Background: an optimization exercise with open tools, aiming at small area. Do not read the settings as production practice.
The RTL was checked by simulation tests, not by an equivalence proof against the original design.
No driver is modelled on the clock port, so clocking that relies on it looks cheaper here than on a real chip.
No activity file was given, so power comes from the tool's default toggle rates.

==> flow/design.v <==
module System_top #(
    parameter  DATA_WIDTH='d8 ,
                DATA_DEPTH='d16,
                PRESCALE_WIDTH='d5,
                NUM_STAGES='d2,
                RATIO_WD='d4
) (
    input wire REF_CLK,
    input wire RST,
    input wire RX_IN,
    output wire TX_OUT
);
localparam [3:0] S_IDLE = 4'd15,    
                 S_WA   = 4'd14,    
                 S_WD   = 4'd10,    
                 S_WR   = 4'd5,    
                 S_RA   = 4'd13,    
                 S_RD   = 4'd1,    
                 S_CA   = 4'd11,    
                 S_CAW  = 4'd6,    
                 S_CB   = 4'd3,    
                 S_CBW  = 4'd7,    
                 S_DF   = 4'd9,   
                 S_AL   = 4'd8,   
                 S_AIM  = 4'd2,   
                 S_AID  = 4'd0,   
                 S_AS   = 4'd12,   
                 S_TX   = 4'd4;   
reg  [3:0]  state;
reg  [3:0]  slot_cnt;    
reg         clr;         
reg         rx_act;      
reg  [3:0]  cyc;         
reg  [3:0]  bitn;        
reg  [15:0] P;
reg         cy;          
reg         sg;          
reg         hb;          
reg         second;      
reg         pe, pt;      
reg  [3:0]  r3;          
reg  [15:0] ring0, ring1, ring2, ring3, ring4, ring5, ring6, ring7;
wire [7:0]  T = {ring7[0], ring6[0], ring5[0], ring4[0],
                 ring3[0], ring2[0], ring1[0], ring0[0]};
wire        is2 = (slot_cnt == 4'd2);
wire        is3 = (slot_cnt == 4'd3);
wire [7:0]  rv  = {3'b000, is2, is2 | is3, is2, 1'b0, is2};
wire [3:0]  waddr = (state == S_CAW) ? 4'd0 : ((state == S_CBW) ? 4'd1 : P[3:0]);
wire        wr    = ((state == S_WR) | (state == S_CAW) | (state == S_CBW)) & (slot_cnt == waddr);
wire [7:0]  rin   = clr ? rv : (wr ? P[15:8] : T);
always @(posedge REF_CLK) begin
    ring0 <= {rin[0], ring0[15:1]};
    ring1 <= {rin[1], ring1[15:1]};
    ring2 <= {rin[2], ring2[15:1]};
    ring3 <= {rin[3], ring3[15:1]};
    ring4 <= {rin[4], ring4[15:1]};
    ring5 <= {rin[5], ring5[15:1]};
    ring6 <= {rin[6], ring6[15:1]};
    ring7 <= {rin[7], ring7[15:1]};
end
always @(posedge REF_CLK or negedge RST) begin
    if (!RST) begin
        slot_cnt <= 4'd0;
        clr      <= 1'b1;
    end else begin
        slot_cnt <= {slot_cnt[2:0],
                     slot_cnt[3] ^ slot_cnt[2] ^ (slot_cnt[2:0] == 3'b000)};
        if (slot_cnt == 4'd8)
            clr <= 1'b0;
    end
end
always @(posedge REF_CLK) begin
    if (is2) begin
        pe <= T[0];
        pt <= T[1];
    end
    if (is3)
        r3 <= T[3:0];
end
wire [3:0]  fn    = P[11:8];                    
wire        fmul  = (fn == 4'd2);
wire        fdiv  = (fn == 4'd3);
wire        aim   = (state == S_AIM);
wire        aid   = (state == S_AID);
wire        as    = (state == S_AS);
wire        f_cmp = (fn[3:2] == 2'b10);         
wire        f_sub = (fn == 4'd1) | f_cmp;       
wire        f_lg  = (fn[3:2] == 2'b01);         
wire        f_sl  = (fn[3:2] == 2'b11) &  fn[0];    
wire        f_sr  = (fn[3:2] == 2'b11) & ~fn[0];    
wire        f_ld1 = fmul | (fn[3:1] == 3'b111);     
wire        Tb    = T[cyc[2:0]];                
wire        first = (bitn == 4'd0);
wire        last   = (bitn == 4'd7);
wire        hi8   = P[8] & ~first;              
wire        x     = as ? P[0] : (aid ? hb : hi8);
wire        yb    = aim ? (P[0] & Tb) :
                    aid ? (Tb ^ ~sg) :
                    ((f_sl ? x : Tb) ^ f_sub);
wire        fs    = x ^ yb ^ cy;
wire        fc    = (x & yb) | (x & cy) | (yb & cy);
wire        lgb   = fn[1] ^ (fn[0] ? (x | Tb) : (x & Tb));
wire        ins   = aim ? fs :
                    aid ? fs & ~last :          
                    f_lg ? lgb :
                    (f_sr | (fn == 4'd8)) ? 1'b0 : fs;
wire        ser   = ~cyc[3] & (aim ? (slot_cnt == 4'd0) : (slot_cnt == 4'd1));
wire        post  = (aim | aid) & cyc[3];       
wire        as_st = as & ser;                   
wire        as_end = as_st & (f_sr | (cyc[2:0] == 3'b111));
wire        hi_st = (aim | aid) & ser;          
wire        m_post = aim & post;                
wire        d_post = aid & post;                
wire        s8     = hb ^ ~sg ^ cy;             
wire        nz    = sg | ins;                   
wire        gt    = fc & nz;                    
wire [7:0]  hiv   = (fn == 4'd1) ? {8{~fc}} : {7'b0, (fn == 4'd0) & fc};
wire        rx_en   = (state == S_IDLE) | (state == S_WA) | (state == S_WD) | (state == S_WR) |
                      (state == S_RA) | (state == S_CA) | (state == S_CAW) | (state == S_CB) |
                      (state == S_CBW) | (state == S_DF);
wire        tx      = (state == S_TX);
wire        bend    = (cyc[3:1] == 3'b111);     
wire        rx_smp  = rx_act & (cyc == 4'd11);  
wire        rx_dat  = rx_smp & bitn[3];
wire        rx_end  = rx_smp & ((bitn == 4'd1) | (bitn == 4'd0) & ~pe);
wire        tx_dat  = tx & bend & bitn[3];
wire        tx_end  = tx & bend & ((bitn == 4'd1) | (bitn == 4'd0) & ~pe);
wire [7:0]  rxb     = P[15:8];                  
wire        rd_hit  = (state == S_RD) & (slot_cnt == P[11:8]);
wire        al_hit  = (state == S_AL) & (slot_cnt == {3'b000, f_ld1});
wire        m_done  = m_post & last;
wire        d_done  = d_post & last;
wire        go_tx   = rd_hit | m_done | d_done | as_end;
assign TX_OUT = ~tx | (bitn[3] ? P[0] :
                       (bitn == 4'd7) ? 1'b0 :
                       ((bitn == 4'd0) & pe) ? cy : 1'b1);
always @(posedge REF_CLK or negedge RST) begin
    if (!RST) begin
        state  <= S_IDLE;
        rx_act <= 1'b0;
    end else begin
        if (!rx_act) begin
            if (rx_en & ~RX_IN)
                rx_act <= 1'b1;
        end else if (rx_end)
            rx_act <= 1'b0;
        case (state)
            S_IDLE: if (rx_end) begin
                        if (rxb == 8'hAA)      state <= S_WA;
                        else if (rxb == 8'hBB) state <= S_RA;
                        else if (rxb == 8'hCC) state <= S_CA;
                        else if (rxb == 8'hDD) state <= S_DF;
                    end
            S_WA:   if (rx_end) state <= S_WD;
            S_WD:   if (rx_end) state <= S_WR;
            S_WR:   if (wr) state <= S_IDLE;
            S_RA:   if (rx_end) state <= S_RD;
            S_CA:   if (rx_end) state <= S_CAW;
            S_CAW:  if (wr) state <= S_CB;
            S_CB:   if (rx_end) state <= S_CBW;
            S_CBW:  if (wr) state <= S_DF;
            S_DF:   if (rx_end) state <= S_AL;
            S_AL:   if (al_hit) state <= fmul ? S_AIM : (fdiv ? S_AID : S_AS);
            S_TX:   if (tx_end & ~second) state <= S_IDLE;
            default: if (go_tx) state <= S_TX;      
        endcase
    end
end
always @(posedge REF_CLK) begin
    if (go_tx | tx_end) begin
        cyc  <= ~r3;
        bitn <= 4'd7;
    end else if (rx_act | tx) begin
        if (bend) begin
            cyc  <= tx ? ~r3 : 4'd7;
            bitn <= bitn + 4'd1;
        end else
            cyc  <= cyc + 4'd1;
    end else if (al_hit) begin
        cyc  <= 4'd0;
        bitn <= 4'd0;
    end else if (aim | aid | as) begin
        if (ser)
            cyc  <= cyc + 4'd1;
        if (post) begin
            cyc  <= 4'd0;
            bitn <= bitn + 4'd1;
        end
    end else begin
        cyc  <= 4'd8;       
        bitn <= 4'd7;
    end
    if (rx_dat | tx_dat)
        P <= {RX_IN, P[15:1]};
    if (rd_hit)
        P[7:0] <= T;
    if (al_hit) begin
        P[7:0] <= T;
    end
    if (hi_st)
        P[15:8] <= {ins, P[15:9]};
    if (m_post)
        P <= {cy, P[15:1]};
    if (d_post) begin
        P[7:0] <= {P[6:0], ~s8};
    end
    if (as_st) begin
        P[7:0] <= {ins, P[7:1]};
        if (as_end) begin
            P[15:8] <= hiv;
            if (f_cmp)
                P[7:0] <= {6'b0, fn[1] & gt, fn[0] & (fn[1] ? gt : ~nz)};
        end
    end
    if (tx & bend & (bitn == 4'd7))
        cy <= pt;
    else if (tx_dat)
        cy <= cy ^ P[0];
    else if (al_hit)
        cy <= f_sub | fdiv;
    else if (as_st | hi_st)
        cy <= fc;
    else if (m_post)
        cy <= 1'b0;
    else if (d_post)
        cy <= ~s8;
    if (al_hit)
        sg <= 1'b0;
    else if (as_st)
        sg <= nz;
    else if (d_post)
        sg <= s8;
    if (al_hit)
        hb <= T[7];
    else if (aid & ser)
        hb <= hi8;
    else if (d_post)
        hb <= P[6];
    if (state == S_RD)
        second <= 1'b0;
    else if (state == S_AL)
        second <= 1'b1;
    else if (tx_end)
        second <= 1'b0;
end
endmodule
==> flow/flow/run.sh <==
#!/bin/bash
# ORFS flow with three changes:
#  - synthesis is the standard flow's, except that ABC maps the logic with flow/area.abc
#    (an area-oriented script; flip-flops are mapped before ABC, unchanged);
#  - CTS builds the tree from clkbuf_4 without dummy loads;
#  - before routing, flow/fix_clk.tcl upsizes to clkbuf_8 the clock buffers
#    whose flip-flops would see a slow clock edge.
set -e
W=$(pwd)
export MY_ABC_SCRIPT=$W/flow/area.abc
export CTS_ARGS="-sink_clustering_enable -repair_clock_nets -buf_list sky130_fd_sc_hd__clkbuf_4 -dont_use_dummy_load"
S="SYNTH_SCRIPT=$W/flow/mysynth.tcl"
bash standard.sh synth "$S" > standard_synth.log 2>&1
bash standard.sh cts "$S" > standard_cts.log 2>&1
openroad -no_init -exit flow/fix_clk.tcl > fix_clk.log 2>&1
bash standard.sh finish "$S" > standard.log 2>&1
==> flow/flow/area.abc <==
strash
&get -n
&fraig -x
&put
scorr
dc2
strash
&get -n
&deepsyn -T 30
&put
strash
&get -n
&dch -f
&nf -R 1000
&put
topo
dnsize
==> flow/flow/fix_clk.tcl <==
# Upsize clock buffers (clkbuf_4 -> clkbuf_8) whose loads would see a slow
# clock edge, then legalize the placement. Runs on the CTS result.
set R orfs/results/sky130hd/System_top/base
set P $::env(FLOW_HOME)/platforms/sky130hd
read_liberty $P/lib/sky130_fd_sc_hd__tt_025C_1v80.lib
read_db $R/4_cts.odb
read_sdc $R/4_cts.sdc
source $P/setRC.tcl
proc load_slew {inst} {
  set p [get_pins -of_objects $inst -filter "direction==output"]
  set mx 0
  foreach q [get_pins -of_objects [get_nets -of_objects $p] -filter "direction==input"] {
    set s [get_property $q slew_max]
    if {$s > $mx} { set mx $s }
  }
  return $mx
}
for {set it 0} {$it < 24} {incr it} {
  estimate_parasitics -placement
  set worst ""
  set wslew 0
  foreach inst [get_cells *] {
    if {[get_property $inst ref_name] != "sky130_fd_sc_hd__clkbuf_4"} { continue }
    set s [load_slew $inst]
    if {$s > $wslew} { set wslew $s; set worst $inst }
  }
  puts "iteration $it: worst [get_full_name $worst] $wslew"
  if {$wslew <= 0.110} { break }
  replace_cell $worst sky130_fd_sc_hd__clkbuf_8
}
detailed_placement
check_placement
estimate_parasitics -placement
foreach inst [get_cells *] {
  if {[string match *clkbuf* [get_property $inst ref_name]]} {
    puts "final [get_full_name $inst] [get_property $inst ref_name] [load_slew $inst]"
  }
}
write_db $R/4_cts.odb
==> flow/flow/mysynth.tcl <==
# The standard flow's synthesis script, with ABC run on a script of our own (MY_ABC_SCRIPT)
proc synth {args} { yosys synth -nofsm -noshare {*}$args }
proc fix_abc_args {n1 n2 op} {
  upvar #0 abc_args a
  set i [lsearch -exact $a -script]
  if {$i >= 0 && [lindex $a [expr {$i + 1}]] ne $::env(MY_ABC_SCRIPT)} {
    set a [lreplace $a [expr {$i + 1}] [expr {$i + 1}] $::env(MY_ABC_SCRIPT)]
  }
}
trace add variable ::abc_args write fix_abc_args
source $::env(SCRIPTS_DIR)/synth.tcl
# left out here: clear keep_hierarchy, flatten, clean up, hide names made inside functions, write 1_2_yosys.v
==> flow/standard.sh <==
#!/bin/bash
# synth_recipe.tcl (not shown) runs the flow's synth.tcl, then flattens the netlist and writes it again
# the make line also repeats each setting of config.mk as NAME=value (left out here)
make -C /OpenROAD-flow-scripts/flow DESIGN_CONFIG=/design/flow/config.mk WORK_HOME=/design/flow/orfs CLKGATE_MAP_FILE= SYNTH_SCRIPT=/design/flow/synth_recipe.tcl "${@:-finish}"
==> flow/config.mk <==
export PLATFORM = sky130hd
export DESIGN_NAME = System_top
export DESIGN_NICKNAME = System_top
export VERILOG_FILES = /design/flow/design.v
export SDC_FILE = /design/flow/constraint.sdc
export NUM_CORES = 4
export LEC_CHECK = 0
export ABC_AREA = 1
export CAP_MARGIN = 20
export CORE_MARGIN = 2
export CORE_UTILIZATION = 60
export CTS_BUF_LIST = sky130_fd_sc_hd__clkbuf_8
export SLEW_MARGIN = 20
==> flow/constraint.sdc <==
create_clock -name core_clock -period 32.0 [get_ports {REF_CLK}]
set_input_delay 6.4000 -clock core_clock [delete_from_list [all_inputs] [get_ports {REF_CLK}]]
set_output_delay 6.4000 -clock core_clock [all_outputs]
set_load 0.01 [all_outputs]
==> flow_summary_export.csv, run 1 <==
group,metric,value,unit
run_status,status,"complete, no violations",
synthesis,synthTopCellsByArea,"dfxtp_1, edfxtp_1, nand2_1",
sta,rsz0062_at_grt,"no",
sta,slew_headroom,0.431,
global_routing,grt_pass1_vias,3504,
setup_path,critPathMaxStageDelay,640,ps
finish,fillers,666,
finish,n_antenna_cell,0,
run,maxCapViolCount,0,
synthesis,yosysWarnings,1,
global_routing,grt_pass1_wl,18200,microns
finish,finalNonFillerCells,587,
setup_path,worst_setup_path_start_kind,"flip-flop",
sta,hold_viol_final,0,
sta,layout_setup_ws,23410,ps
sta,setup_viol,0,
finish,layout.nets,492,
drt,vias,3544,
drt,vias_per_cell,6.04,
finish,stdcell_area,0.00578,sq mm
sta,holdWs,313,ps
die,fp.coreArea,0.00876,sq mm
setup_path,path_cells,"nand2b_1 > nor3_1 > nand3_1 > clkdlybuf4s50_1",
clocking,tritoncts,"built",
clocking,cts-resized-gates,0,
synthesis,seq_area_frac_synth,0.681,
global_routing,antenna_found_initial,0,
placement,post-place-ws,23840,ps
setup_path,cp.arrival,2190,ps
sta,fin_crit_sh,0.268,
clocking,clk_latency,410,ps
setup_path,crit_buf_inv,1,
global_routing,grt_util_all_layers,0.243,
sta,tightest_slew,833,ps
setup_path,crit_slowest_cell,"dfstp_2",
die,dieWidth,99.2,microns
drt,antenna_left,0,
sta,period_minus_slack,8590,ps
die,die_y,99.2,microns
power,power,311,uW
drt,drt-total-wl,11000,microns
synthesis,async_flop_share,0.0581,
finish,drive_above_1_share,0.0522,
clocking,cts_buffer_depth,2,
setup_path,path_delay_family,"simple AND/OR/NAND/NOR gates",
drt,firstDrtPassIters,5,
clocking,htree_levels,4,
die,start_util,0.620,
placement,dpl-instance-area,0.00561,sq mm
setup_path,cp.depth,4,
synthesis,ys_ff_latch,172,
placement,dpl.hpwl,7780,microns
clocking,root_buffer,"clkbuf_4",
synthesis,netlist.area_leader.share,0.523,
synthesis,synth.distinct_cells,55,
placement,port_buffers,3,
clocking,path_clk_slew,100,ps
placement,placed_cells,570,
drt,wire_per_inst,18.7,microns
sta,max_clock_freq,116,MHz
clocking,cts_hold_buffers,0,
synthesis,synthFlopType,"dfxtp_1",
power,power.density,53.7,mW/mm^2
global_routing,grt-ovfl-total,0,
die,dieArea,0.00983,sq mm
sta,tns,0,ps
drt,first_iter_violations,297,
synthesis,synth_top_area_cell,"dfxtp_1",
synthesis,postSynthCellCount,457,
global_routing,grt_start_max_net_pins,28,
hold_path,holdPathStages,0,
setup_path,end_kind,"primary output",
synthesis,synth_nets,468,
setup_path,rr_worst_depth,13,
setup_path,cp_max_fo,12,
clocking,tritoncts.num_buffers,17,
power,leakagePower,2.24,nW
clocking,post-cts-setup-buffers,0,
power,ir_worst_vdd,0.0408,mV
setup_path,cp.required,25600,ps
sta,slew_violations,0,
drt,drc,0,
synthesis,avgSynthCellArea,11.9,sq um
die,boundaryPins,4,
die,rows,34,
finish,final_util,0.660,
sta,fin_worst_skew,33.7,ps
finish,areaGrowthSynthToFinish,6.47,%
placement,gp_congestion,0.989,
hold_path,hold_path.class,"reg2reg",
clocking,clkSinkCount,172,
setup_path,path_class,"reg2out",
synthesis,synth_edf_count,20,
synthesis,syn_area,0.00543,sq mm
[layout make-up]
type | instances | area (sq um) | share of cell area
tap | 108 | 135 | 0.0234
timing repair buffer | 5 | 45.0 | 0.00779
sequential | 172 | 3700 | 0.640
inverter | 13 | 48.8 | 0.00844
multi-input combinational | 272 | 1680 | 0.291
clock buffer | 17 | 171 | 0.0296
[registers in the layout, indices dropped and copies added (netlist names), 16 cells and up]
name	count
P	16
ring0	16
ring1	16
ring2	16
ring3	16
ring4	16
ring5	16
ring6	16
ring7	16
[cell usage in the layout (no fill, tap or decap), drive strengths merged, types with 4 or more instances in the layout]
cell / count
a22o: 4
dfstp: 5
and2: 7
mux2i: 4
dfxtp: 142
nand2b: 7
o21ai: 16
a222oi: 5
nand3: 19
xor2: 5
dfrtp: 5
edfxtp: 20
nand2: 50
o211ai: 5
clkbuf: 17
a21oi: 13
clkinv: 13
nor2: 31
nor2b: 9
xnor2: 13
nor3: 16
or2: 4
ha: 7
[where the power goes]
part / internal [mW] / total [mW] / switching [mW]
clock: 0.0341 / 0.0924 / 0.0583
combinational: 0.000302 / 0.000671 / 0.000368
sequential: 0.218 / 0.218 / 0.000125
[logic make-up (layout without fill, tap and decap cells)]
group / Yosys count / in the layout / synth area share
and+or+nand+nor: 158 / 158 / 0.140
xor gates and xnor gates: 18 / 18 / 0.0290
DFF: 172 / 172 / 0.681
buffers and inverters: 13 / 35 / 0.00898
adders and majority gates: 8 / 8 / 0.0198
muxes: 6 / 6 / 0.0136
AOI/OAI and AO/OA: 82 / 82 / 0.108
[routing by layer]
metal  wire [microns]  GRT usage
met1             4900      0.346
met2             5240      0.367
met3              700     0.0583
met4              105     0.0885
met5                0          0
[cells in the mapped netlist (4+ instances only)]
library cell and count:
dfxtp_1 142, nand2_1 50, nor2_1 31, edfxtp_1 20, nand3_1 19, nor3_1 16, o21ai_0 16, a21oi_1 13
clkinv_1 13, xnor2_1 13, nor2b_1 9, and2_0 7, ha_1 7, nand2b_1 7, a222oi_1 5, dfrtp_1 5
dfstp_2 5, o211ai_1 5, xor2_1 5, a22o_1 4, mux2i_1 4, or2_0 4
[path summary, 6_finish.rpt]
kind / slack (ps) / startpoint / endpoint
max: 23410 / state[2] / TX_OUT
min: 310 / ring4[13] / ring4[12]
max reg2reg: 27970 / state[1] / P[0]
min reg2reg: 310 / ring4[13] / ring4[12]
max in group asynchronous: 25310 / RST / clr
min in group asynchronous: 6310 / RST / slot_cnt[0]
==> run 2: changes to the inputs <==
--- a/flow/design.v
+++ b/flow/design.v
@@ -10,22 +10,21 @@
     input wire RX_IN,
     output wire TX_OUT
 );
-localparam [3:0] S_IDLE = 4'd15,    
-                 S_WA   = 4'd14,    
-                 S_WD   = 4'd10,    
-                 S_WR   = 4'd5,    
-                 S_RA   = 4'd13,    
-                 S_RD   = 4'd1,    
-                 S_CA   = 4'd11,    
-                 S_CAW  = 4'd6,    
-                 S_CB   = 4'd3,    
-                 S_CBW  = 4'd7,    
-                 S_DF   = 4'd9,   
-                 S_AL   = 4'd8,   
-                 S_AIM  = 4'd2,   
-                 S_AID  = 4'd0,   
-                 S_AS   = 4'd12,   
-                 S_TX   = 4'd4;   
+localparam [3:0] S_IDLE = 4'd4,    
+                 S_WA   = 4'd7,    
+                 S_WD   = 4'd3,    
+                 S_WR   = 4'd15,    
+                 S_RA   = 4'd10,    
+                 S_RD   = 4'd6,    
+                 S_CA   = 4'd12,    
+                 S_CB   = 4'd8,    
+                 S_DFB  = 4'd9,    
+                 S_DF   = 4'd2,   
+                 S_AL   = 4'd14,   
+                 S_AIM  = 4'd13,   
+                 S_AID  = 4'd5,   
+                 S_AS   = 4'd0,   
+                 S_TX   = 4'd1;   
 reg  [3:0]  state;
 reg  [3:0]  slot_cnt;    
 reg         clr;         
@@ -45,8 +44,9 @@
 wire        is2 = (slot_cnt == 4'd2);
 wire        is3 = (slot_cnt == 4'd3);
 wire [7:0]  rv  = {3'b000, is2, is2 | is3, is2, 1'b0, is2};
-wire [3:0]  waddr = (state == S_CAW) ? 4'd0 : ((state == S_CBW) ? 4'd1 : P[3:0]);
-wire        wr    = ((state == S_WR) | (state == S_CAW) | (state == S_CBW)) & (slot_cnt == waddr);
+wire [3:0]  waddr = (state == S_CB) ? 4'd0 : ((state == S_DFB) ? 4'd1 : P[3:0]);
+wire        wr    = ((state == S_WR) | ((state == S_CB) | (state == S_DFB)) & (bitn == 4'd7)) &
+                    (slot_cnt == waddr);
 wire [7:0]  rin   = clr ? rv : (wr ? P[15:8] : T);
 always @(posedge REF_CLK) begin
     ring0 <= {rin[0], ring0[15:1]};
@@ -116,8 +116,8 @@
 wire        gt    = fc & nz;                    
 wire [7:0]  hiv   = (fn == 4'd1) ? {8{~fc}} : {7'b0, (fn == 4'd0) & fc};
 wire        rx_en   = (state == S_IDLE) | (state == S_WA) | (state == S_WD) | (state == S_WR) |
-                      (state == S_RA) | (state == S_CA) | (state == S_CAW) | (state == S_CB) |
-                      (state == S_CBW) | (state == S_DF);
+                      (state == S_RA) | (state == S_CA) | (state == S_CB) | (state == S_DFB) |
+                      (state == S_DF);
 wire        tx      = (state == S_TX);
 wire        bend    = (cyc[3:1] == 3'b111);     
 wire        rx_smp  = rx_act & (cyc == 4'd11);  
@@ -155,10 +155,9 @@
             S_WD:   if (rx_end) state <= S_WR;
             S_WR:   if (wr) state <= S_IDLE;
             S_RA:   if (rx_end) state <= S_RD;
-            S_CA:   if (rx_end) state <= S_CAW;
-            S_CAW:  if (wr) state <= S_CB;
-            S_CB:   if (rx_end) state <= S_CBW;
-            S_CBW:  if (wr) state <= S_DF;
+            S_CA:   if (rx_end) state <= S_CB;
+            S_CB:   if (rx_end) state <= S_DFB;
+            S_DFB,
             S_DF:   if (rx_end) state <= S_AL;
             S_AL:   if (al_hit) state <= fmul ? S_AIM : (fdiv ? S_AID : S_AS);
             S_TX:   if (tx_end & ~second) state <= S_IDLE;
--- a/flow/flow/area.abc
+++ b/flow/flow/area.abc
@@ -13,5 +13,10 @@
 &dch -f
 &nf -R 1000
 &put
+strash
+&get -n
+&dch -f
+&nf -R 1000
+&put
 topo
 dnsize
--- a/flow/config.mk
+++ b/flow/config.mk
@@ -8,6 +8,6 @@
 export ABC_AREA = 1
 export CAP_MARGIN = 20
 export CORE_MARGIN = 2
-export CORE_UTILIZATION = 60
+export CORE_UTILIZATION = 50
 export CTS_BUF_LIST = sky130_fd_sc_hd__clkbuf_8
 export SLEW_MARGIN = 20
==> flow_summary_export.csv, run 2 <==
group,metric,value,unit
synthesis,synth_nets,487,
power,power.density,53.7,mW/mm^2
setup_path,critPathMaxStageDelay,580,ps
clocking,cts-resized-gates,0,
die,fp.coreArea,0.0104,sq mm
die,die_y,108,microns
sta,fin_worst_skew,35.1,ps
synthesis,synth_top_area_cell,"dfxtp_1",
global_routing,grt_pass1_vias,3476,
sta,period_minus_slack,8630,ps
finish,n_antenna_cell,0,
drt,wire_per_inst,17.2,microns
die,boundaryPins,4,
setup_path,cp.arrival,2230,ps
finish,areaGrowthSynthToFinish,6.92,%
drt,drt-total-wl,10900,microns
global_routing,grt-ovfl-total,0,
global_routing,antenna_found_initial,0,
die,dieArea,0.0116,sq mm
sta,tightest_slew,889,ps
clocking,tritoncts,"built",
power,p_seq_frac,0.704,
finish,layout.nets,510,
synthesis,syn_area,0.00539,sq mm
hold_path,holdPathStages,0,
setup_path,path_cells,"nor3_1 > o211ai_1 > clkdlybuf4s50_1",
placement,gp_congestion,0.866,
drt,firstDrtPassIters,5,
drt,vias_per_cell,5.58,
clocking,clk_latency,420,ps
synthesis,avgSynthCellArea,11.3,sq um
synthesis,synth.distinct_cells,46,
run,maxCapViolCount,0,
clocking,htree_levels,4,
power,ir_worst_vdd,0.0434,mV
synthesis,synthFlopType,"dfxtp_1",
clocking,clkSinkCount,172,
power,clkPwrFrac,0.294,
power,swShare,0.190,
finish,stdcell_area,0.00576,sq mm
placement,dpl-instance-area,0.00560,sq mm
global_routing,grt_util_all_layers,0.209,
setup_path,end_kind,"primary output",
sta,slew_violations,0,
synthesis,yosysWarnings,1,
setup_path,worst_setup_path_start_kind,"flip-flop",
synthesis,synthTopCellsByArea,"dfxtp_1, edfxtp_1, nand2_1",
placement,port_buffers,3,
sta,layout_setup_ws,23370,ps
global_routing,grt_pass1_wl,18000,microns
drt,antenna_left,0,
drt,drc,0,
synthesis,ys_ff_latch,172,
power,p_int,251,uW
setup_path,rr_worst_depth,14,
setup_path,worstReg2RegEnd,"P[0]",
sta,fin_crit_sh,0.270,
drt,vias,3531,
clocking,cts_hold_buffers,0,
synthesis,postSynthCellCount,476,
setup_path,cp_max_fo,17,
hold_path,hold_path.class,"reg2reg",
sta,max_clock_freq,116,MHz
setup_path,r2r-start,"state[0]",
power,p_sw,58.7,uW
sta,hold_viol_final,0,
run_status,status,"complete, no violations",
finish,finalNonFillerCells,633,
placement,placed_cells,616,
die,rows,37,
power,leakagePower,2.20,nW
synthesis,netlist.area_leader.share,0.527,
global_routing,grt_start_max_net_pins,19,
die,start_util,0.517,
sta,tns,0,ps
sta,setup_viol,0,
clocking,root_buffer,"clkbuf_4",
synthesis,synth_edf_count,20,
drt,first_iter_violations,349,
power,p_comb_frac,0.003,
synthesis,synth_commonest_cells,"dfxtp_1, nand2_1, a21oi_1, nor2_1, o21ai_0",
clocking,post-cts-setup-buffers,0,
placement,dpl.hpwl,7640,microns
setup_path,crit_slowest_cell,"dfrtp_1",
synthesis,yosysMostFrequentCell,"dfxtp_1",
sta,slew_headroom,0.403,
clocking,tritoncts.num_buffers,17,
synthesis,seq_area_frac_synth,0.686,
setup_path,crit_path_end,"TX_OUT",
setup_path,path_class,"reg2out",
clocking,cts_buffer_depth,2,
setup_path,cp.required,25600,ps
setup_path,startpoint,"state[3]",
finish,drive_above_1_share,0.0402,
placement,post-place-ws,23830,ps
finish,final_util,0.553,
synthesis,async_flop_share,0.0581,
die,dieWidth,108,microns
setup_path,r2r_slack,28470,ps
sta,rsz0062_at_grt,"no",
finish,final_cell_mix,"dfxtp_1, nand2_1, nor2_1, a21oi_1, o21ai_0",
clocking,path_clk_slew,110,ps
finish,final_common_cell,"dfxtp_1",
[run 2: cell types whose count changed in the layout (fill, tap and decap cells not counted), sizes merged, moves of 4 or more]
cell and delta:
a31oi +4, o21ai +7, nor2b -7, a22oi +6, and3 +4, a222oi -5
nand2 +17, nor2 +4, and2 -6, a21oi +22, nor3 -5
[run 2: worst min-delay path by stage]
stage                   start        to
floorplan            ring0[1]  ring0[0]
global placement     ring6[8]  ring6[7]
detailed placement  ring2[10]  ring2[9]
CTS                  ring4[4]  ring4[3]
global route         ring1[4]  ring1[3]
finish               ring1[4]  ring1[3]
[run 2: layout make-up]
type / count / area [sq um]
fill: 934 / 4650
tap: 136 / 170
multi-input combinational: 294 / 1660
clock buffer: 17 / 165
timing repair buffer: 4 / 37.5
inverter: 10 / 37.5
sequential: 172 / 3700
[run 2: cells by family (layout without fill, tap and decap cells)]
logic type | Yosys count | count (layout) | share of synthesized area
AOI/OAI and AO/OA | 100 | 100 | 0.114
xor gates and xnor gates | 16 | 16 | 0.0260
adders and majority gates | 8 | 8 | 0.0200
buffers and inverters | 10 | 31 | 0.00696
DFF | 172 | 172 | 0.686
muxes | 3 | 3 | 0.00580
and+or+nand+nor | 167 | 167 | 0.142
[run 2: layer usage]
| metal | vias up | global-route usage | routed length, microns |
|---|---|---|---|
| met5 | - | 0 | 0 |
| met1 | 1733 | 0.286 | 5320 |
| li1 | 1717 | - | - |
| met3 | 13 | 0.0539 | 433 |
| met2 | 68 | 0.311 | 4970 |
| met4 | 0 | 0.0962 | 182 |
[run 2: critical path, delay by kind of cell (launching register included)]
family          cells  cell delay [ps]
buf+inv             1              520
compound gates      1              180
simple gates        1              550
flops               1              580
[run 2: power groups by stage]
stage	combinational [mW]	clock, mW	sequential (mW)
after CTS	0.000800	0.0864	0.218
after global routing	0.000889	0.103	0.218
final	0.000777	0.0908	0.218
after floorplan	0.000250	0	0.223
after global placement	0.000764	0	0.223
after detailed placement	0.000797	0	0.223
[run 2: stage by stage]
step | power (mW) | hold slack (ps)
2_1_floorplan | 0.223 | 310
3_3_place_gp | 0.224 | 310
3_5_place_dp | 0.224 | 312
4_1_cts | 0.305 | 287
5_1_grt | 0.322 | 302
6_report | 0.310 | 291
==> run 3: changes to the inputs <==
--- a/flow/config.mk
+++ b/flow/config.mk
@@ -8,6 +8,6 @@
 export ABC_AREA = 1
 export CAP_MARGIN = 20
 export CORE_MARGIN = 2
-export CORE_UTILIZATION = 50
+export CORE_UTILIZATION = 70
 export CTS_BUF_LIST = sky130_fd_sc_hd__clkbuf_8
 export SLEW_MARGIN = 20
==> flow_summary_export.csv, run 3 <==
group,metric,value,unit
placement,port_buffers,3,
synthesis,synth_top_area_cell,"dfxtp_1",
setup_path,rr_worst_depth,11,
placement,gp_congestion,0.936,
clocking,cts-resized-gates,0,
sta,hold_viol_final,0,
clocking,path_clk_slew,90,ps
setup_path,worst_setup_path_start_kind,"flip-flop",
clocking,cts_buffer_depth,2,
power,leakagePower,2.20,nW
hold_path,holdPathStages,0,
finish,finalNonFillerCells,595,
global_routing,grt_pass1_wl,18800,microns
global_routing,grt_start_max_net_pins,19,
drt,wire_per_inst,20.0,microns
drt,top_layer,"met4",
placement,dpl-instance-area,0.00554,sq mm
drt,wl_met1,4730,microns
finish,final_common_cell,"dfxtp_1",
hold_path,worstHoldStart,"ring6[5]",
sta,fin_worst_skew,25.6,ps
setup_path,r2r-start,"state[0]",
finish,stdcell_area,0.00572,sq mm
sta,rsz0062_at_grt,"no",
run,maxCapViolCount,0,
setup_path,cp_max_fo,17,
global_routing,antenna_found_initial,0,
synthesis,yosysWarnings,1,
power,power.density,54.7,mW/mm^2
drt,firstDrtPassIters,7,
clocking,clkSinkCount,172,
drt,vias_per_cell,6.44,
drt,first_iter_violations,487,
die,start_util,0.731,
die,fp.coreArea,0.00737,sq mm
sta,slew_headroom,0.228,
drt,drt-total-wl,11900,microns
setup_path,cp.required,25600,ps
clocking,post-cts-setup-buffers,0,
setup_path,worstReg2RegEnd,"P[9]",
synthesis,synth_commonest_cells,"dfxtp_1, nand2_1, a21oi_1, nor2_1, o21ai_0",
finish,areaGrowthSynthToFinish,6.04,%
synthesis,syn_area,0.00539,sq mm
setup_path,end_kind,"primary output",
power,ir_worst_vdd,0.0742,mV
sta,holdWs,313,ps
synthesis,yosysMostFrequentCell,"dfxtp_1",
synthesis,postSynthCellCount,476,
finish,final_cell_mix,"dfxtp_1, nand2_1, nor2_1, a21oi_1, o21ai_0",
synthesis,netlist.area_leader.share,0.527,
synthesis,synthFlopType,"dfxtp_1",
drt,antenna_left,0,
synthesis,ys_ff_latch,172,
finish,n_antenna_cell,0,
synthesis,synth.distinct_cells,46,
setup_path,r2r_slack,28350,ps
clocking,tritoncts.num_buffers,17,
drt,drc,0,
synthesis,avgSynthCellArea,11.3,sq um
clocking,tritoncts,"built",
global_routing,grt_util_all_layers,0.300,
sta,tns,0,ps
clocking,clk_latency,420,ps
setup_path,cp.arrival,2230,ps
setup_path,critPathMaxStageDelay,590,ps
clocking,root_buffer,"clkbuf_4",
synthesis,synth_edf_count,20,
drt,vias,3834,
sta,period_minus_slack,8630,ps
synthesis,seq_area_frac_synth,0.686,
finish,layout.nets,509,
sta,fin_crit_sh,0.270,
clocking,htree_levels,4,
die,rows,31,
global_routing,grt-ovfl-total,0,
clocking,cts_hold_buffers,0,
die,dieArea,0.00842,sq mm
die,dieWidth,91.8,microns
synthesis,async_flop_share,0.0581,
global_routing,grt_pass1_vias,3615,
sta,max_clock_freq,116,MHz
sta,tightest_slew,1160,ps
hold_path,hold_path.class,"reg2reg",
drt,met3_length,1160,microns
placement,placed_cells,578,
finish,final_util,0.776,
die,boundaryPins,4,
die,die_y,91.8,microns
drt,wl_met2,5450,microns
synthesis,synth_nets,487,
synthesis,synthTopCellsByArea,"dfxtp_1, edfxtp_1, nand2_1",
hold_path,min_to,"ring6[4]",
setup_path,path_cells,"nor3_1 > o211ai_1 > clkdlybuf4s50_1",
setup_path,crit_slowest_cell,"dfrtp_1",
sta,slew_violations,0,
finish,drive_above_1_share,0.0383,
run_status,status,"complete, no violations",
placement,dpl.hpwl,8320,microns
sta,setup_viol,0,
setup_path,path_class,"reg2out",
run 3: changes by cell type in the layout (fill, tap and decap cells not counted):
cell,delta
clkbuf_8,+1
clkbuf_4,-1
buf_4,-1
run 3: per-stage QoR:
step | power, mW | setup slack [ps]
6_report | 0.313 | 23370
5_1_grt | 0.321 | 23250
4_1_cts | 0.303 | 23210
3_5_place_dp | 0.224 | 23820
3_3_place_gp | 0.224 | 23880
2_1_floorplan | 0.223 | 24500
run 3: cells by family (layout without fill, tap and decap cells):
group | after synthesis | in the layout | share of synthesized area
and+or+nand+nor | 167 | 167 | 0.142
muxes | 3 | 3 | 0.00580
DFF | 172 | 172 | 0.686
AOI/OAI and AO/OA | 100 | 100 | 0.114
buffers and inverters | 10 | 30 | 0.00696
xor gates and xnor gates | 16 | 16 | 0.0260
adders and majority gates | 8 | 8 | 0.0200
run 3: area by class of cell:
type	count	area [sq um]
sequential	172	3700
multi-input combinational	294	1660
fill	457	1650
clock buffer	17	171
tap	99	124
inverter	10	37.5
timing repair buffer	3	30.0
run 3: how the worst max path moves through the flow:
stage	start	slack, ps	cells past startpoint	to
4_1_cts	state[3]	23210	3	TX_OUT
3_5_place_dp	state[3]	23820	3	TX_OUT
3_3_place_gp	state[3]	23880	3	TX_OUT
2_1_floorplan	state[1]	24500	2	TX_OUT
5_1_grt	state[3]	23250	3	TX_OUT
6_report	state[3]	23370	3	TX_OUT
run 3: metal layers:
layer / track usage / vias to the layer above
met1: 0.398 / 1799
met4: 0.175 / 0
li1: - / 1715
met5: 0 / -
met3: 0.0846 / 57
met2: 0.444 / 263
run 3: worst max-delay path: cells and delay by family (launching register included):
| kind | cells | cell delay, ps |
|---|---|---|
| simple gates | 1 | 550 |
| buf+inv | 1 | 520 |
| flops | 1 | 590 |
| compound gates | 1 | 170 |
run 3: where the power goes:
group          switching [mW]  internal (mW)  leakage [nW]
combinational        0.000384       0.000383         0.675
sequential           0.000213          0.218          1.43
clock                  0.0600         0.0341        0.0963
total                  0.0606          0.252          2.20
==> run 4: changes to the inputs <==
--- a/flow/config.mk
+++ b/flow/config.mk
@@ -8,6 +8,6 @@
 export ABC_AREA = 1
 export CAP_MARGIN = 20
 export CORE_MARGIN = 2
-export CORE_UTILIZATION = 70
+export CORE_UTILIZATION = 60
 export CTS_BUF_LIST = sky130_fd_sc_hd__clkbuf_8
 export SLEW_MARGIN = 20
==> flow_summary_export.csv, run 4 <==
group,metric,value,unit
run_status,status,"complete, no violations",
clocking,clkSinkCount,172,
global_routing,grt_start_max_net_pins,22,
drt,drt-total-wl,11100,microns
setup_path,cp.required,25600,ps
finish,areaGrowthSynthToFinish,6.36,%
clocking,tritoncts.num_buffers,17,
drt,drc,0,
sta,tightest_slew,1020,ps
drt,wire_per_inst,18.4,microns
die,fp.coreArea,0.00872,sq mm
setup_path,path_delay_family,"simple AND/OR/NAND/NOR gates",
drt,met3_length,713,microns
finish,fillers,678,
sta,tns,0,ps
sta,period_minus_slack,8710,ps
placement,dpl.hpwl,7600,microns
hold_path,hold_path.class,"reg2reg",
setup_path,critPathMaxStageDelay,630,ps
synthesis,synth_top_area_cell,"dfxtp_1",
clocking,tritoncts,"built",
global_routing,grt_pass1_vias,3434,
sta,fin_worst_skew,27.6,ps
clocking,clk_latency,400,ps
finish,n_antenna_cell,0,
global_routing,grt-ovfl-total,0,
clocking,htree_levels,4,
drt,vias,3585,
hold_path,worstHoldStart,"ring7[9]",
die,rows,34,
sta,rsz0062_at_grt,"no",
placement,port_buffers,3,
drt,first_iter_violations,333,
drt,antenna_left,0,
setup_path,crit_buf_inv,1,
clocking,cts-resized-gates,0,
setup_path,end_kind,"primary output",
synthesis,syn_area,0.00539,sq mm
power,power,314,uW
clocking,post-cts-setup-buffers,0,
sta,hold_viol_final,0,
global_routing,grt_util_all_layers,0.241,
die,start_util,0.618,
global_routing,antenna_found_initial,0,
power,leakagePower,2.20,nW
synthesis,seq_area_frac_synth,0.686,
die,boundaryPins,4,
die,dieWidth,98.8,microns
synthesis,synthFlopType,"dfxtp_1",
power,ir_worst_vdd,0.0447,mV
setup_path,worstReg2RegEnd,"P[0]",
synthesis,synth_commonest_cells,"dfxtp_1, nand2_1, a21oi_1, nor2_1, o21ai_0",
setup_path,cp_max_fo,17,
finish,final_cell_mix,"dfxtp_1, nand2_1, nor2_1, a21oi_1, o21ai_0",
synthesis,async_flop_share,0.0581,
synthesis,yosysWarnings,1,
global_routing,grt_pass1_wl,17900,microns
setup_path,cp.arrival,2310,ps
placement,gp_congestion,1.00,
clocking,path_clk_slew,90,ps
setup_path,path_cells,"nor3_1 > o211ai_1 > clkdlybuf4s50_1",
drt,wl_met2,5230,microns
synthesis,synth.distinct_cells,46,
die,die_y,98.8,microns
hold_path,holdPathStages,0,
synthesis,synthTopCellsByArea,"dfxtp_1, edfxtp_1, nand2_1",
drt,top_layer,"met4",
synthesis,synth_nets,487,
hold_path,min_to,"ring7[8]",
setup_path,r2r_slack,28530,ps
synthesis,yosysMostFrequentCell,"dfxtp_1",
synthesis,postSynthCellCount,476,
synthesis,ys_ff_latch,172,
finish,final_common_cell,"dfxtp_1",
clocking,cts_buffer_depth,2,
setup_path,r2r-start,"state[0]",
sta,slew_violations,0,
clocking,cts_hold_buffers,0,
finish,layout.nets,509,
run,maxCapViolCount,0,
synthesis,synth_edf_count,20,
clocking,root_buffer,"clkbuf_4",
setup_path,worst_setup_path_start_kind,"flip-flop",
drt,wl_met1,5020,microns
finish,drive_above_1_share,0.0383,
sta,max_clock_freq,115,MHz
synthesis,avgSynthCellArea,11.3,sq um
setup_path,crit_slowest_cell,"nor3_1",
power,power.density,54.7,mW/mm^2
sta,fin_crit_sh,0.272,
drt,firstDrtPassIters,5,
drt,vias_per_cell,5.94,
sta,setup_viol,0,
sta,slew_headroom,0.319,
die,dieArea,0.00976,sq mm
setup_path,path_class,"reg2out",
synthesis,netlist.area_leader.share,0.527,
setup_path,rr_worst_depth,14,
run 4: where the power goes:
| group | internal [mW] | total [mW] | leakage, nW | switching, mW |
|---|---|---|---|---|
| combinational | 0.000383 | 0.000773 | 0.675 | 0.000389 |
| sequential | 0.218 | 0.218 | 1.43 | 0.000199 |
| clock | 0.0355 | 0.0951 | 0.0989 | 0.0596 |
run 4: stage by stage:
stage | area, sq um | utilization | cells | setup WS, ps | hold WS, ps
after floorplan | 5390 | - | 476 | 24500 | 310
after global placement | 5560 | 0.637 | 587 | 23870 | 310
after detailed placement | 5560 | 0.637 | 587 | 23780 | 312
after CTS | 5680 | 0.652 | 604 | 23190 | 298
after global routing | 5730 | 0.657 | 604 | 23170 | 301
final | 5730 | 0.657 | 604 | 23290 | 305
run 4: worst max-delay path by stage:
stage / cells past startpoint / start / slack, ps / end
detailed placement: 3 / state[3] / 23780 / TX_OUT
floorplan: 2 / state[1] / 24500 / TX_OUT
global route: 3 / state[3] / 23170 / TX_OUT
global placement: 3 / state[3] / 23870 / TX_OUT
finish: 3 / state[3] / 23290 / TX_OUT
CTS: 3 / state[3] / 23190 / TX_OUT
run 4: final cells by class:
type	instances	area, sq um	area share
Inverter	10	37.5	0.00655
Tap cell	108	135	0.0236
Sequential cell	172	3700	0.645
Multi-Input combinational cell	294	1660	0.289
Clock buffer	17	178	0.0310
Timing Repair Buffer	3	30.0	0.00524
run 4: kinds of logic (layout without fill, tap and decap cells):
| family | Yosys count | after routing | share of synthesized area |
|---|---|---|---|
| buffers and inverters | 10 | 30 | 0.00696 |
| AO/OA/AOI/OAI | 100 | 100 | 0.114 |
| XOR/XNOR | 16 | 16 | 0.0260 |
| flip-flops | 172 | 172 | 0.686 |
| AND/OR/NAND/NOR | 167 | 167 | 0.142 |
| multiplexers | 3 | 3 | 0.00580 |
| adder cells (fa/ha/maj) | 8 | 8 | 0.0200 |
run 4: per-layer routing:
metal,up-vias,track usage
met4,0,0.0864
met1,1695,0.340
met2,154,0.378
li1,1715,-
met3,21,0.0426
met5,-,0
==> run 5: changes to the inputs <==
--- a/flow/flow/run.sh
+++ b/flow/flow/run.sh
@@ -8,7 +8,7 @@
 set -e
 W=$(pwd)
 export MY_ABC_SCRIPT=$W/flow/area.abc
-export CTS_ARGS="-sink_clustering_enable -repair_clock_nets -buf_list sky130_fd_sc_hd__clkbuf_4 -dont_use_dummy_load"
+export CTS_ARGS="-sink_clustering_enable -repair_clock_nets -buf_list sky130_fd_sc_hd__clkbuf_4 -sink_clustering_size 10 -sink_clustering_max_diameter 50 -dont_use_dummy_load"
 S="SYNTH_SCRIPT=$W/flow/mysynth.tcl"
 bash standard.sh synth "$S" > standard_synth.log 2>&1
 bash standard.sh cts "$S" > standard_cts.log 2>&1
==> flow_summary_export.csv, run 5 <==
group,metric,value,unit
global_routing,grt_pass1_wl,17900,microns
global_routing,grt_util_all_layers,0.241,
clocking,path_clk_slew,90,ps
synthesis,synth_edf_count,20,
setup_path,cp_max_fo,17,
power,p_seq_frac,0.694,
finish,n_antenna_cell,0,
placement,dpl.hpwl,7600,microns
setup_path,path_delay_family,"simple AND/OR/NAND/NOR gates",
drt,drc,0,
finish,final_cell_mix,"dfxtp_1, nand2_1, nor2_1, a21oi_1, o21ai_0",
clocking,htree_levels,4,
power,leakagePower,2.20,nW
placement,placed_cells,587,
sta,hold_viol_final,0,
setup_path,cp.required,25600,ps
global_routing,antenna_found_initial,0,
sta,max_clock_freq,115,MHz
clocking,cts_hold_buffers,0,
sta,fin_worst_skew,27.6,ps
power,swShare,0.192,
drt,top_layer,"met4",
clocking,tritoncts,"built",
power,p_comb_frac,0.002,
clocking,tritoncts.num_buffers,17,
drt,drt-total-wl,11100,microns
power,p_int,254,uW
drt,met3_length,713,microns
finish,final_common_cell,"dfxtp_1",
sta,slew_violations,0,
synthesis,synth_commonest_cells,"dfxtp_1, nand2_1, a21oi_1, nor2_1, o21ai_0",
die,dieWidth,98.8,microns
setup_path,worst_setup_path_start_kind,"flip-flop",
finish,areaGrowthSynthToFinish,6.36,%
setup_path,end_kind,"primary output",
die,fp.coreArea,0.00872,sq mm
placement,port_buffers,3,
finish,layout.nets,509,
finish,drive_above_1_share,0.0383,
synthesis,yosysWarnings,1,
drt,wire_per_inst,18.4,microns
finish,stdcell_area,0.00573,sq mm
drt,firstDrtPassIters,5,
placement,gp_congestion,1.00,
power,ir_worst_vdd,0.0447,mV
die,dieArea,0.00976,sq mm
drt,antenna_left,0,
setup_path,rr_worst_depth,14,
clocking,post-cts-setup-buffers,0,
sta,slew_headroom,0.319,
synthesis,synthTopCellsByArea,"dfxtp_1, edfxtp_1, nand2_1",
synthesis,ys_ff_latch,172,
drt,wl_met1,5020,microns
drt,vias_per_cell,5.94,
global_routing,grt_start_max_net_pins,22,
drt,wl_met2,5230,microns
sta,rsz0062_at_grt,"no",
setup_path,cp.arrival,2310,ps
setup_path,path_cells,"nor3_1 > o211ai_1 > clkdlybuf4s50_1",
sta,tightest_slew,1020,ps
run,maxCapViolCount,0,
setup_path,path_class,"reg2out",
setup_path,critPathMaxStageDelay,630,ps
synthesis,synthFlopType,"dfxtp_1",
die,start_util,0.618,
die,boundaryPins,4,
hold_path,holdPathStages,0,
finish,fillers,678,
sta,setup_viol,0,
finish,finalNonFillerCells,604,
placement,dpl-instance-area,0.00556,sq mm
synthesis,postSynthCellCount,476,
run_status,status,"complete, no violations",
synthesis,netlist.area_leader.share,0.527,
power,clkPwrFrac,0.303,
die,die_y,98.8,microns
clocking,clkSinkCount,172,
die,rows,34,
sta,tns,0,ps
synthesis,yosysMostFrequentCell,"dfxtp_1",
sta,fin_crit_sh,0.272,
global_routing,grt-ovfl-total,0,
synthesis,async_flop_share,0.0581,
setup_path,crit_buf_inv,1,
synthesis,avgSynthCellArea,11.3,sq um
power,p_sw,60.1,uW
clocking,cts-resized-gates,0,
power,power.density,54.7,mW/mm^2
setup_path,cp.depth,3,
clocking,clk_latency,400,ps
drt,first_iter_violations,333,
setup_path,crit_slowest_cell,"nor3_1",
power,power,314,uW
synthesis,synth.distinct_cells,46,
synthesis,syn_area,0.00539,sq mm
global_routing,grt_pass1_vias,3434,
clocking,root_buffer,"clkbuf_4",
synthesis,seq_area_frac_synth,0.686,
synthesis,synth_top_area_cell,"dfxtp_1",
clocking,cts_buffer_depth,2,
sta,period_minus_slack,8710,ps
synthesis,synth_nets,487,
hold_path,hold_path.class,"reg2reg",
drt,vias,3585,
-- run 5: metrics by stage --
| stage | util | hold slack (ps) | setup WS (ps) |
|---|---|---|---|
| after floorplan | - | 310 | 24500 |
| after global placement | 0.637 | 310 | 23870 |
| after detailed placement | 0.637 | 312 | 23780 |
| after CTS | 0.652 | 298 | 23190 |
| after global routing | 0.657 | 301 | 23170 |
| final | 0.657 | 305 | 23290 |
-- run 5: kinds of logic after synthesis --
| kind of cell | after synthesis | share of synthesized area |
|---|---|---|
| AO/OA/AOI/OAI | 100 | 0.114 |
| XOR/XNOR | 16 | 0.0260 |
| adder cells (fa/ha/maj) | 8 | 0.0200 |
| buffers and inverters | 10 | 0.00696 |
| flip-flops | 172 | 0.686 |
| multiplexers | 3 | 0.00580 |
| AND/OR/NAND/NOR | 167 | 0.142 |
-- run 5: cell type report --
class                   instances  area (sq um)  area share
flip-flops and latches        172          3700       0.645
multi-input cells             294          1660       0.289
clock buffers                  17           178      0.0310
well taps                     108           135      0.0236
inverters                      10          37.5     0.00655
repair buffers                  3          30.0     0.00524
-- run 5: worst paths after layout --
path | from | to | slack, ps
max | state[3] | TX_OUT | 23290
min | ring7[9] | ring7[8] | 310
max reg2reg | state[0] | P[0] | 28530
min reg2reg | ring7[9] | ring7[8] | 310
max in group asynchronous | RST | state[2] | 25340
min in group asynchronous | RST | slot_cnt[1] | 6310
-- run 5: power by group through the flow --
stage / clock (mW) / combinational, mW / sequential, mW
final: 0.0951 / 0.000773 / 0.218
after global routing: 0.105 / 0.000868 / 0.218
after global placement: 0 / 0.000745 / 0.223
after detailed placement: 0 / 0.000786 / 0.223
after CTS: 0.0855 / 0.000791 / 0.218
after floorplan: 0 / 0.000250 / 0.223
-- run 5: routing by layer --
layer / up-vias / global-route usage
li1: 1715 / -
met1: 1695 / 0.340
met5: - / 0
met2: 154 / 0.378
met3: 21 / 0.0426
met4: 0 / 0.0864
==> run 6: changes to the inputs <==
--- a/flow/design.v
+++ b/flow/design.v
@@ -10,21 +10,21 @@
     input wire RX_IN,
     output wire TX_OUT
 );
-localparam [3:0] S_IDLE = 4'd4,    
-                 S_WA   = 4'd7,    
-                 S_WD   = 4'd3,    
-                 S_WR   = 4'd15,    
-                 S_RA   = 4'd10,    
-                 S_RD   = 4'd6,    
+localparam [3:0] S_IDLE = 4'd6,    
+                 S_WA   = 4'd10,    
+                 S_WD   = 4'd13,    
+                 S_WR   = 4'd3,    
+                 S_RA   = 4'd2,    
+                 S_RD   = 4'd8,    
                  S_CA   = 4'd12,    
-                 S_CB   = 4'd8,    
-                 S_DFB  = 4'd9,    
-                 S_DF   = 4'd2,   
+                 S_CB   = 4'd5,    
+                 S_DFB  = 4'd7,    
+                 S_DF   = 4'd4,   
                  S_AL   = 4'd14,   
-                 S_AIM  = 4'd13,   
-                 S_AID  = 4'd5,   
-                 S_AS   = 4'd0,   
-                 S_TX   = 4'd1;   
+                 S_AIM  = 4'd9,   
+                 S_AID  = 4'd0,   
+                 S_AS   = 4'd11,   
+                 S_TX   = 4'd15;   
 reg  [3:0]  state;
 reg  [3:0]  slot_cnt;    
 reg         clr;         
@@ -35,7 +35,6 @@
 reg         cy;          
 reg         sg;          
 reg         hb;          
-reg         second;      
 reg         pe, pt;      
 reg  [3:0]  r3;          
 reg  [15:0] ring0, ring1, ring2, ring3, ring4, ring5, ring6, ring7;
@@ -160,7 +159,7 @@
             S_DFB,
             S_DF:   if (rx_end) state <= S_AL;
             S_AL:   if (al_hit) state <= fmul ? S_AIM : (fdiv ? S_AID : S_AS);
-            S_TX:   if (tx_end & ~second) state <= S_IDLE;
+            S_TX:   if (tx_end & ~sg) state <= S_IDLE;
             default: if (go_tx) state <= S_TX;      
         endcase
     end
@@ -223,7 +222,9 @@
         cy <= 1'b0;
     else if (d_post)
         cy <= ~s8;
-    if (al_hit)
+    if (go_tx)
+        sg <= (state != S_RD);
+    else if (tx_end | al_hit)
         sg <= 1'b0;
     else if (as_st)
         sg <= nz;
@@ -235,11 +236,5 @@
         hb <= hi8;
     else if (d_post)
         hb <= P[6];
-    if (state == S_RD)
-        second <= 1'b0;
-    else if (state == S_AL)
-        second <= 1'b1;
-    else if (tx_end)
-        second <= 1'b0;
 end
 endmodule
--- a/flow/flow/run.sh
+++ b/flow/flow/run.sh
@@ -8,7 +8,7 @@
 set -e
 W=$(pwd)
 export MY_ABC_SCRIPT=$W/flow/area.abc
-export CTS_ARGS="-sink_clustering_enable -repair_clock_nets -buf_list sky130_fd_sc_hd__clkbuf_4 -sink_clustering_size 10 -sink_clustering_max_diameter 50 -dont_use_dummy_load"
+export CTS_ARGS="-sink_clustering_enable -repair_clock_nets -buf_list sky130_fd_sc_hd__clkbuf_4 -dont_use_dummy_load"
 S="SYNTH_SCRIPT=$W/flow/mysynth.tcl"
 bash standard.sh synth "$S" > standard_synth.log 2>&1
 bash standard.sh cts "$S" > standard_cts.log 2>&1
==> flow_summary_export.csv, run 6 <==
group,metric,value,unit
finish,stdcell_area,0.00572,sq mm
power,power.density,54.9,mW/mm^2
sta,fin_worst_skew,34.6,ps
clocking,htree_levels,4,
finish,layout.nets,498,
global_routing,grt-ovfl-total,0,
drt,drc,0,
die,rows,34,
run,maxCapViolCount,0,
die,start_util,0.616,
clocking,root_buffer,"clkbuf_4",
drt,vias_per_cell,6.05,
power,leakagePower,2.19,nW
synthesis,yosysWarnings,1,
setup_path,startpoint,"bitn[0]",
synthesis,synth_nets,476,
placement,dpl-instance-area,0.00554,sq mm
setup_path,end_kind,"primary output",
drt,antenna_left,0,
sta,holdWs,301,ps
setup_path,worst_setup_path_start_kind,"flip-flop",
power,clkPwrFrac,0.309,
sta,hold_viol_final,0,
sta,rsz0062_at_grt,"no",
sta,fin_crit_sh,0.270,
synthesis,ys_ff_latch,171,
finish,areaGrowthSynthToFinish,6.50,%
setup_path,worstReg2RegEnd,"P[1]",
drt,wire_per_inst,19.7,microns
sta,period_minus_slack,8640,ps
sta,tightest_slew,909,ps
power,swShare,0.197,
placement,port_buffers,3,
finish,drive_above_1_share,0.0474,
finish,final_common_cell,"dfxtp_1",
sta,tns,0,ps
synthesis,synthFlopType,"dfxtp_1",
die,dieWidth,98.6,microns
drt,first_iter_violations,446,
power,p_int,252,uW
clocking,tritoncts,"built",
clocking,tritoncts.num_buffers,17,
power,p_seq_frac,0.690,
hold_path,holdPathStages,0,
synthesis,syn_area,0.00537,sq mm
clocking,cts_buffer_depth,2,
synthesis,synth_edf_count,21,
hold_path,worstHoldStart,"ring5[5]",
synthesis,avgSynthCellArea,11.6,sq um
placement,dpl.hpwl,8190,microns
sta,slew_violations,0,
placement,placed_cells,576,
clocking,cts_hold_buffers,0,
setup_path,cp_max_fo,5,
sta,max_clock_freq,116,MHz
placement,gp_congestion,0.997,
synthesis,synth_commonest_cells,"dfxtp_1, nor2_1, nand2_1, a21oi_1, o21ai_0",
synthesis,async_flop_share,0.0585,
setup_path,cp.arrival,2240,ps
clocking,clkSinkCount,171,
sta,setup_viol,0,
drt,drt-total-wl,11700,microns
die,dieArea,0.00973,sq mm
power,power,314,uW
clocking,clk_latency,420,ps
finish,n_antenna_cell,0,
die,fp.coreArea,0.00872,sq mm
setup_path,r2r_slack,27680,ps
power,ir_worst_vdd,0.0491,mV
synthesis,synthTopCellsByArea,"dfxtp_1, edfxtp_1, nor2_1",
setup_path,path_class,"reg2out",
global_routing,grt_pass1_vias,3500,
setup_path,rr_worst_depth,13,
global_routing,grt_start_max_net_pins,20,
global_routing,antenna_found_initial,0,
finish,fillers,671,
clocking,path_clk_slew,90,ps
hold_path,min_to,"ring5[4]",
synthesis,postSynthCellCount,465,
synthesis,seq_area_frac_synth,0.686,
power,p_sw,61.9,uW
drt,vias,3585,
synthesis,synth.distinct_cells,44,
clocking,cts-resized-gates,0,
finish,finalNonFillerCells,593,
synthesis,netlist.area_leader.share,0.522,
die,die_y,98.6,microns
synthesis,yosysMostFrequentCell,"dfxtp_1",
run_status,status,"complete, no violations",
die,boundaryPins,4,
global_routing,grt_util_all_layers,0.252,
synthesis,synth_top_area_cell,"dfxtp_1",
clocking,post-cts-setup-buffers,0,
setup_path,cp.required,25600,ps
drt,firstDrtPassIters,7,
setup_path,r2r-start,"state[0]",
sta,slew_headroom,0.392,
finish,final_cell_mix,"dfxtp_1, nor2_1, nand2_1, a21oi_1, o21ai_0",
hold_path,hold_path.class,"reg2reg",
power,p_comb_frac,0.002,
global_routing,grt_pass1_wl,18500,microns
## run 6: power by group through the flow
| stage | clock network [mW] | logic (mW) | registers, mW |
|---|---|---|---|
| final | 0.0969 | 0.000617 | 0.217 |
| after global routing | 0.107 | 0.000694 | 0.217 |
| after CTS | 0.0874 | 0.000636 | 0.217 |
| after detailed placement | 0 | 0.000633 | 0.222 |
| after global placement | 0 | 0.000589 | 0.222 |
| after floorplan | 0 | 0.000118 | 0.222 |
## run 6: worst max path at each step
stage               slack, ps      to  cells after the start
detailed placement      23770  TX_OUT                      7
global route            23200  TX_OUT                      7
finish                  23360  TX_OUT                      7
floorplan               24390  TX_OUT                      3
global placement        23830  TX_OUT                      7
CTS                     23240  TX_OUT                      7
## run 6: area by class of cell
class | instances | area [sq um] | area share
repair buffers | 3 | 30.0 | 0.00525
well taps | 108 | 135 | 0.0236
multi-input cells | 285 | 1660 | 0.290
clock buffers | 17 | 178 | 0.0311
inverters | 9 | 33.8 | 0.00590
flip-flops and latches | 171 | 3690 | 0.644
## run 6: stage by stage
| stage | util | worst slack, ps |
|---|---|---|
| global route | 0.656 | 23200 |
| floorplan | - | 24390 |
| global placement | 0.635 | 23830 |
| CTS | 0.650 | 23240 |
| detailed placement | 0.636 | 23770 |
| finish | 0.656 | 23360 |
## run 6: kinds of logic (layout without fill, tap and decap cells)
group / Yosys count / in the layout / share of synthesized area
flip-flops: 171 / 171 / 0.686
XOR/XNOR: 14 / 14 / 0.0228
multiplexers: 6 / 6 / 0.0158
buffers and inverters: 9 / 29 / 0.00629
AO/OA/AOI/OAI: 103 / 103 / 0.117
adder cells (fa/ha/maj): 8 / 8 / 0.0200
AND/OR/NAND/NOR: 154 / 154 / 0.132
## run 6: critical path, stage by stage, from the launching register on
cell             delay, ps
dfxtp_1                440
clkinv_1               100
ha_1                   230
nand2_1                 90
nor2_1                  50
a221oi_1               270
or2_0                  140
clkdlybuf4s50_1        530
## run 6: per-layer routing
layer  wire length (microns)  track usage  vias to the layer above
met5                       0            0                        -
met4                     298        0.102                        0
met3                    1040       0.0809                       37
met2                    5370        0.385                      190
met1                    4940        0.337                     1678
li1                        -            -                     1680
==> run 7: changes to the inputs <==
--- a/flow/flow/fix_clk.tcl
+++ b/flow/flow/fix_clk.tcl
@@ -25,7 +25,7 @@
     if {$s > $wslew} { set wslew $s; set worst $inst }
   }
   puts "iteration $it: worst [get_full_name $worst] $wslew"
-  if {$wslew <= 0.110} { break }
+  if {$wslew <= 0.118} { break }
   replace_cell $worst sky130_fd_sc_hd__clkbuf_8
 }
 detailed_placement
==> flow_summary_export.csv, run 7 <==
group,metric,value,unit
run_status,status,"complete, no violations",
drt,antenna_left,0,
die,fp.coreArea,0.00872,sq mm
finish,final_cell_mix,"dfxtp_1, nor2_1, nand2_1, a21oi_1, o21ai_0",
clocking,cts_hold_buffers,0,
clocking,cts-resized-gates,0,
setup_path,cp_max_fo,5,
placement,placed_cells,576,
synthesis,yosysWarnings,1,
clocking,path_clk_slew,110,ps
setup_path,cp.arrival,2230,ps
power,power.density,54.3,mW/mm^2
synthesis,synth_top_area_cell,"dfxtp_1",
synthesis,synth_commonest_cells,"dfxtp_1, nor2_1, nand2_1, a21oi_1, o21ai_0",
finish,final_util,0.654,
finish,n_antenna_cell,0,
sta,setup_viol,0,
die,rows,34,
drt,firstDrtPassIters,6,
hold_path,hold_path.class,"reg2reg",
setup_path,path_class,"reg2out",
synthesis,ys_ff_latch,171,
placement,dpl.hpwl,8190,microns
placement,gp_congestion,0.997,
hold_path,holdPathStages,0,
synthesis,syn_area,0.00537,sq mm
power,leakagePower,2.19,nW
synthesis,synthFlopType,"dfxtp_1",
run,maxCapViolCount,0,
die,start_util,0.616,
clocking,post-cts-setup-buffers,0,
placement,port_buffers,3,
sta,fin_worst_skew,29.4,ps
clocking,cts_buffer_depth,2,
global_routing,grt_pass1_vias,3497,
sta,max_clock_freq,116,MHz
sta,rsz0062_at_grt,"no",
global_routing,grt_start_max_net_pins,20,
finish,areaGrowthSynthToFinish,6.15,%
drt,first_iter_violations,517,
die,dieWidth,98.6,microns
power,ir_worst_vdd,0.0494,mV
sta,fin_crit_sh,0.270,
clocking,root_buffer,"clkbuf_4",
synthesis,synthTopCellsByArea,"dfxtp_1, edfxtp_1, nor2_1",
sta,tns,0,ps
sta,slew_violations,0,
finish,stdcell_area,0.00570,sq mm
setup_path,cp.required,25600,ps
setup_path,end_kind,"primary output",
finish,final_common_cell,"dfxtp_1",
setup_path,rr_worst_depth,13,
synthesis,synth_edf_count,21,
clocking,clkSinkCount,171,
global_routing,grt_util_all_layers,0.252,
synthesis,yosysMostFrequentCell,"dfxtp_1",
die,dieArea,0.00973,sq mm
sta,hold_viol_final,0,
drt,drc,0,
synthesis,avgSynthCellArea,11.6,sq um
synthesis,synth_nets,476,
placement,dpl-instance-area,0.00554,sq mm
global_routing,antenna_found_initial,0,
synthesis,seq_area_frac_synth,0.686,
sta,slew_headroom,0.380,
die,die_y,98.6,microns
drt,vias,3593,
clocking,htree_levels,4,
drt,vias_per_cell,6.06,
clocking,tritoncts.num_buffers,17,
drt,drt-total-wl,11600,microns
synthesis,async_flop_share,0.0585,
global_routing,grt-ovfl-total,0,
clocking,clk_latency,410,ps
finish,layout.nets,498,
global_routing,grt_pass1_wl,18500,microns
clocking,tritoncts,"built",
die,boundaryPins,4,
sta,tightest_slew,926,ps
synthesis,netlist.area_leader.share,0.522,
finish,finalNonFillerCells,593,
setup_path,worst_setup_path_start_kind,"flip-flop",
finish,drive_above_1_share,0.0474,
synthesis,postSynthCellCount,465,
sta,period_minus_slack,8630,ps
synthesis,synth.distinct_cells,44,
drt,wire_per_inst,19.6,microns
## run 7: cell counts after synthesis
No cell type changed its count.
## run 7: worst max-delay path, stage by stage, from the launching register on
cell             delay, ps
dfxtp_1                440
clkinv_1               100
ha_1                   230
nand2_1                100
nor2_1                  50
a221oi_1               270
or2_0                  140
clkdlybuf4s50_1        530
## run 7: cell type report
type / instances / area (sq um)
timing repair buffer: 3 / 30.0
sequential: 171 / 3690
fill: 673 / 3020
inverter: 9 / 33.8
tap: 108 / 135
clock buffer: 17 / 159
multi-input combinational: 285 / 1660
## run 7: metrics by stage
step                      setup slack (ps)  hold slack [ps]  total power, mW
after floorplan                      24390              310            0.222
after global placement               23830              309            0.222
after detailed placement             23770              312            0.222
after CTS                            23240              290            0.305
after global routing                 23220              309            0.320
final                                23370              307            0.309
## run 7: worst paths after layout
path                            end  slack, ps  startpoint
setup / recovery             TX_OUT      23370     bitn[0]
hold / removal             ring4[4]        310    ring4[5]
setup reg to reg               P[1]      27760    state[3]
hold reg to reg            ring4[4]        310    ring4[5]
max in group asynchronous  state[2]      25340         RST
min in group asynchronous  state[3]       6300         RST
## run 7: kinds of logic after synthesis
| logic type | Yosys count | share of synthesized area |
|---|---|---|
| xor gates and xnor gates | 14 | 0.0228 |
| and+or+nand+nor | 154 | 0.132 |
| adders and majority gates | 8 | 0.0200 |
| buffers and inverters | 9 | 0.00629 |
| DFF | 171 | 0.686 |
| AOI/OAI and AO/OA | 103 | 0.117 |
| muxes | 6 | 0.0158 |
## run 7: layer usage
layer,global-route usage,share of wire,vias up
met4,0.102,0.021,0
met3,0.0787,0.096,23
met1,0.337,0.42,1687
li1,-,-,1688
met2,0.385,0.47,195
met5,0,0,-
## run 7: power breakdown
part | internal (mW) | switching [mW] | leakage (nW)
clock | 0.0315 | 0.0607 | 0.0912
combinational | 0.000285 | 0.000325 | 0.669
sequential | 0.217 | 0.000103 | 1.43

port drivers added, routing unchanged:
How much do the figures lean on ideal ports? The routed layouts below were timed once more, with nothing changed but the port constraints.
Step 1 (the two cells are an assumption about what drives the block):
set clk [get_ports {REF_CLK}]
set_driving_cell -lib_cell sky130_fd_sc_hd__clkbuf_16 $clk
set_driving_cell -lib_cell sky130_fd_sc_hd__buf_2 [delete_from_list [all_inputs] $clk]
Step 2 also shifts input and output timing later by t, the mid clock arrival at the registers, as if the neighbouring blocks saw the same clock.
Slacks: ideal / step 1 / step 2; pairs: ideal / step 1.
run	t, ns	setup WS [ns]	cell pins on the clock port's net
run 1	0.425	23.412 / 23.380 / 23.805	1
run 2	0.434	23.372 / 23.338 / 23.772	1
run 3	0.438	23.371 / 23.338 / 23.776	1
run 4	0.421	23.290 / 23.260 / 23.681	1
run 5	0.421	23.290 / 23.260 / 23.681	1
run 6	0.430	23.361 / 23.329 / 23.760	1
run 7	0.426	23.371 / 23.339 / 23.766	1
After both steps every run listed still meets setup and hold.
